Source: an optimization exercise on an open RTL-to-GDS flow (aim: small area, a short achievable clock period and few clock cycles). Production flows keep margins and buffers that such runs may drop.
Where RTL was checked, it was by simulation tests only, not by an equivalence proof against the original.

// TotalALU
module TotalALU( clk, dataA, dataB, Signal, control, Output, Busy, reset );
input reset ;
input clk ;
input [2:0] control ;
input [31:0] dataA ;
input [31:0] dataB ;
input [5:0] Signal ;
output [31:0] Output ;
output Busy ;
wire sub = control[2];
wire subH = Signal[1];
wire [31:0] bx = dataB ^ { {16{subH}}, {16{sub}} };
wire [31:0] sum;
wire cout;
wire [31:0] a_g = dataA & bx;
wire [31:0] a_p = dataA ^ bx;
wire a_g0c = sub ? ( dataA[0] | ~dataB[0] ) : ( dataA[0] & dataB[0] );
wire a_G1 = a_g[1] | (a_p[1] & a_g0c);
wire a_G2 = a_g[3] | (a_p[3] & a_g[2]);
wire a_P2 = a_p[3] & a_p[2];
wire a_G3 = a_g[5] | (a_p[5] & a_g[4]);
wire a_P3 = a_p[5] & a_p[4];
wire a_G4 = a_g[7] | (a_p[7] & a_g[6]);
wire a_P4 = a_p[7] & a_p[6];
wire a_G5 = a_g[9] | (a_p[9] & a_g[8]);
wire a_P5 = a_p[9] & a_p[8];
wire a_G6 = a_g[11] | (a_p[11] & a_g[10]);
wire a_P6 = a_p[11] & a_p[10];
wire a_G7 = a_g[13] | (a_p[13] & a_g[12]);
wire a_P7 = a_p[13] & a_p[12];
wire a_G8 = a_g[15] | (a_p[15] & a_g[14]);
wire a_P8 = a_p[15] & a_p[14];
wire a_G9 = a_g[17] | (a_p[17] & a_g[16]);
wire a_P9 = a_p[17] & a_p[16];
wire a_G10 = a_g[19] | (a_p[19] & a_g[18]);
wire a_P10 = a_p[19] & a_p[18];
wire a_G11 = a_g[21] | (a_p[21] & a_g[20]);
wire a_P11 = a_p[21] & a_p[20];
wire a_G12 = a_g[23] | (a_p[23] & a_g[22]);
wire a_P12 = a_p[23] & a_p[22];
wire a_G13 = a_g[25] | (a_p[25] & a_g[24]);
wire a_P13 = a_p[25] & a_p[24];
wire a_G14 = a_g[27] | (a_p[27] & a_g[26]);
wire a_P14 = a_p[27] & a_p[26];
wire a_G15 = a_g[29] | (a_p[29] & a_g[28]);
wire a_P15 = a_p[29] & a_p[28];
wire a_G16 = a_g[31] | (a_p[31] & a_g[30]);
wire a_P16 = a_p[31] & a_p[30];
wire a_G17 = a_g[2] | (a_p[2] & a_G1);
wire a_G18 = a_G2 | (a_P2 & a_G1);
  ...
==> flow/config.mk <==
export PLATFORM = sky130hd
export DESIGN_NAME = TotalALU
export DESIGN_NICKNAME = TotalALU
export VERILOG_FILES = /design/flow/design.v
export SDC_FILE = /design/flow/constraint.sdc
export NUM_CORES = 4
export LEC_CHECK = 0
export CAP_MARGIN = 20
export CORE_MARGIN = 2
export CORE_UTILIZATION = 40
export SLEW_MARGIN = 20
export SYNTH_HIERARCHICAL = 1
export SYNTH_MINIMUM_KEEP_SIZE = 0
==> flow/constraint.sdc <==
create_clock -name core_clock -period 24.0 [get_ports {clk}]
set_input_delay 4.8000 -clock core_clock [delete_from_list [all_inputs] [get_ports {clk}]]
set_output_delay 4.8000 -clock core_clock [all_outputs]
set_load 0.01 [all_outputs]
standard.sh (not shown) runs the stock make flow with config.mk's settings and CLKGATE_MAP_FILE= SYNTH_SCRIPT=/design/flow/synth_recipe.tcl, a recipe that flattens the netlist after the stock synthesis.
==> flow/flow/run.sh <==
#!/bin/bash
# Layout: the standard flow (standard.sh: standard synthesis, floorplan,
# placement, CTS, routing), with two changes:
#  - the port buffers are buf_1 cells (repair_timing upsizes the critical ones) rather than the delay cells buffer_ports
#    picks by default (every input and output port still gets a buffer);
#  - repair_timing aims for SETUP_SLACK_MARGIN ns more setup slack than the
#    clock needs, so it shortens the port-to-port paths that set the period.
# The clock, its period and the I/O constraints are the standard flow's, unchanged.
set -euo pipefail
MARGIN=${MARGIN:-11}
bash standard.sh "SETUP_SLACK_MARGIN=$MARGIN" \
  "BUFFER_PORTS_ARGS=-buffer_cell sky130_fd_sc_hd__buf_1" REMOVE_ABC_BUFFERS=1 finish > standard_flow.log 2>&1
Rerun with:
--- a/flow/design.v
+++ b/flow/design.v
@@ -14,15 +14,14 @@
 input [2:0] control ;
 input [31:0] dataA ;
 input [31:0] dataB ;
 input [5:0] Signal ;
 output [31:0] Output ;
 output Busy ;
-wire sub = control[2];
-wire subH = Signal[1];
-wire [31:0] bx = dataB ^ { {16{subH}}, {16{sub}} };
+wire sub = Signal[1];
+wire [31:0] bx = dataB ^ {32{sub}};
 wire [31:0] sum;
 wire cout;
 wire [31:0] a_g = dataA & bx;
 wire [31:0] a_p = dataA ^ bx;
 wire a_g0c = sub ? ( dataA[0] | ~dataB[0] ) : ( dataA[0] & dataB[0] );
 wire a_G1 = a_g[1] | (a_p[1] & a_g0c);
@@ -777,14 +776,16 @@
 wire isOR  = Signal == 6'd37;
 wire isAS  = ( Signal == 6'd32 ) | ( Signal == 6'd34 );
 wire isSLT = Signal == 6'd42;
 wire isSLL = Signal == 6'd0;
 wire isHI  = Signal == 6'd16;
 wire isLO  = Signal == 6'd18;
-assign Output = ( {32{isAND}} & ( dataA & dataB ) )
+wire [31:0] oth = ( {32{isAND}} & ( dataA & dataB ) )
               | ( {32{isOR}}  & ( dataA | dataB ) )
-              | ( {32{isAS}}  & sum )
               | { 31'd0, isSLT & lt }
               | ( {32{isSLL}} & shl )
               | ( {32{isHI}}  & P[63:32] )
               | ( {32{isLO}}  & P[31:0] );
+wire [31:0] o0 = oth | ( {32{isAS}} & a_p );
+wire [31:0] o1 = oth | ( {32{isAS}} & ~a_p );
+assign Output = ( a_c & o1 ) | ( ~a_c & o0 );
 endmodule
Effect:
- synthesized cell count drops by 4.1%
- wire length is lower by about 2.8%
- via count fell by about 2.7%
- non-clock buffer count goes up by 2
No functional check of the RTL was part of any run of this note.

the previous run:
TotalALU, a different RTL version from the one above (not shown whole).
Size in the first run: ~1700 cells after synthesis, ~99 flip-flops, about 110 I/O pins, ~0.015 mm2 of cells after synthesis.
Settings: LEC_CHECK=0, CAP_MARGIN=20, CORE_MARGIN=2, CORE_UTILIZATION=40, SLEW_MARGIN=20, SYNTH_HIERARCHICAL=1, SYNTH_MINIMUM_KEEP_SIZE=0; clock period 24.0 ns.
Scripts as last shown in full above: flow/flow/run.sh
Testbench counts of the previous run, summed over its fixed seeds: cycles 4,330.
diff inputs: the previous run => the current run
-- flow/design.v --
<<< the previous run, line 7
assign S = a ^ b;
assign cout = a & b;
endmodule
`timescale 1ns/1ns
>>> the current run, line 7
assign S = a ^ b;
assign cout = a & b;
endmodule
module Xor2( input a, input b, output y );
assign y = a ^ b;
endmodule
`timescale 1ns/1ns
<<< the previous run, line 19
output Busy ;
wire sub = Signal[1];
wire [31:0] bx = dataB ^ {32{sub}};
wire [31:0] sum;
wire cout;
wire [31:0] a_g = dataA & bx;
wire [31:0] a_p = dataA ^ bx;
wire a_g0c = sub ? ( dataA[0] | ~dataB[0] ) : ( dataA[0] & dataB[0] );
wire a_G1 = a_g[1] | (a_p[1] & a_g0c);
>>> the current run, line 22
output Busy ;
wire sub = Signal[1];
wire [31:0] bx;
genvar xi;
generate for ( xi = 0; xi < 32; xi = xi + 1 ) begin : bxor
  Xor2 u_bx ( .a(dataB[xi]), .b(sub), .y(bx[xi]) );
end endgenerate
wire [31:0] sum;
wire cout;
wire [31:0] a_g;
wire [31:0] a_p;
genvar gi;
generate for ( gi = 0; gi < 32; gi = gi + 1 ) begin : pg
  HalfAdder u_pg ( .a(dataA[gi]), .b(bx[gi]), .S(a_p[gi]), .cout(a_g[gi]) );
end endgenerate
wire a_g0c = sub ? ( dataA[0] | ~dataB[0] ) : ( dataA[0] & dataB[0] );
wire a_G1 = a_g[1] | (a_p[1] & a_g0c);
[summary]
The fraction of the mapped netlist area in compound gates number comes out lower for the current run vs the previous run. Fraction of standard cell area that is sequential: the current run vs the previous run — no meaningful difference. The final reports for the current run and the previous run show overall routing resource usage lower in the former. Of the two values seen for endpoint of the worst setup timing path, Output[16] was produced by the previous run and Output[0] by the current run. Re detailed-router iteration count before antenna repair: the previous run was higher than the current run. Clock tree buffer count of the final layout: the current run vs the previous run up 1. The cell count reported for the current run is smaller than that of the previous run by 2.9%. Summary of the current run over the previous run: share of synthesized area spent on multiplexers went up by 4.0 points; die area has remained practically unchanged; total stage count of the critical path dropped 1.
For the current run, only the layout was checked, not whether the RTL still works.

==> port drivers added, routing unchanged <==
How much do the figures lean on ideal ports? The routed layouts below were timed once more, with nothing changed but the port constraints.
Step 1 assumes that a clkbuf_16 drives the clock port and a buf_2 every other input.
Step 2 also shifts input and output timing later by t, the mid clock arrival at the registers, as if the neighbouring blocks saw the same clock.
Slacks: ideal ports / drivers / drivers and shift; pairs: ideal ports / drivers.
| run | t, ns | setup slack, ns | hold WS [ns] | slew at the worst register clock pin (ns) |
|---|---|---|---|---|
| the first run of note 1 | 0.419 | 11.064 / 11.037 / 11.037 | 0.453 / 0.453 / 0.453 | 0.08 / 0.08 |
| the second run of note 1 | 0.415 | 11.028 / 10.980 / 10.980 | 0.479 / 0.479 / 0.479 | 0.08 / 0.08 |
| the previous run | 0.416 | 11.137 / 11.100 / 11.100 | 0.488 / 0.488 / 0.488 | 0.09 / 0.09 |
| the current run | 0.405 | 11.051 / 10.992 / 10.992 | 0.459 / 0.459 / 0.459 | 0.08 / 0.08 |
After both steps setup and hold are still met in every run listed. For the current run, which loses most, drivers alone change the setup slack by -0.059 ns; drivers and shift together by -0.059 ns.
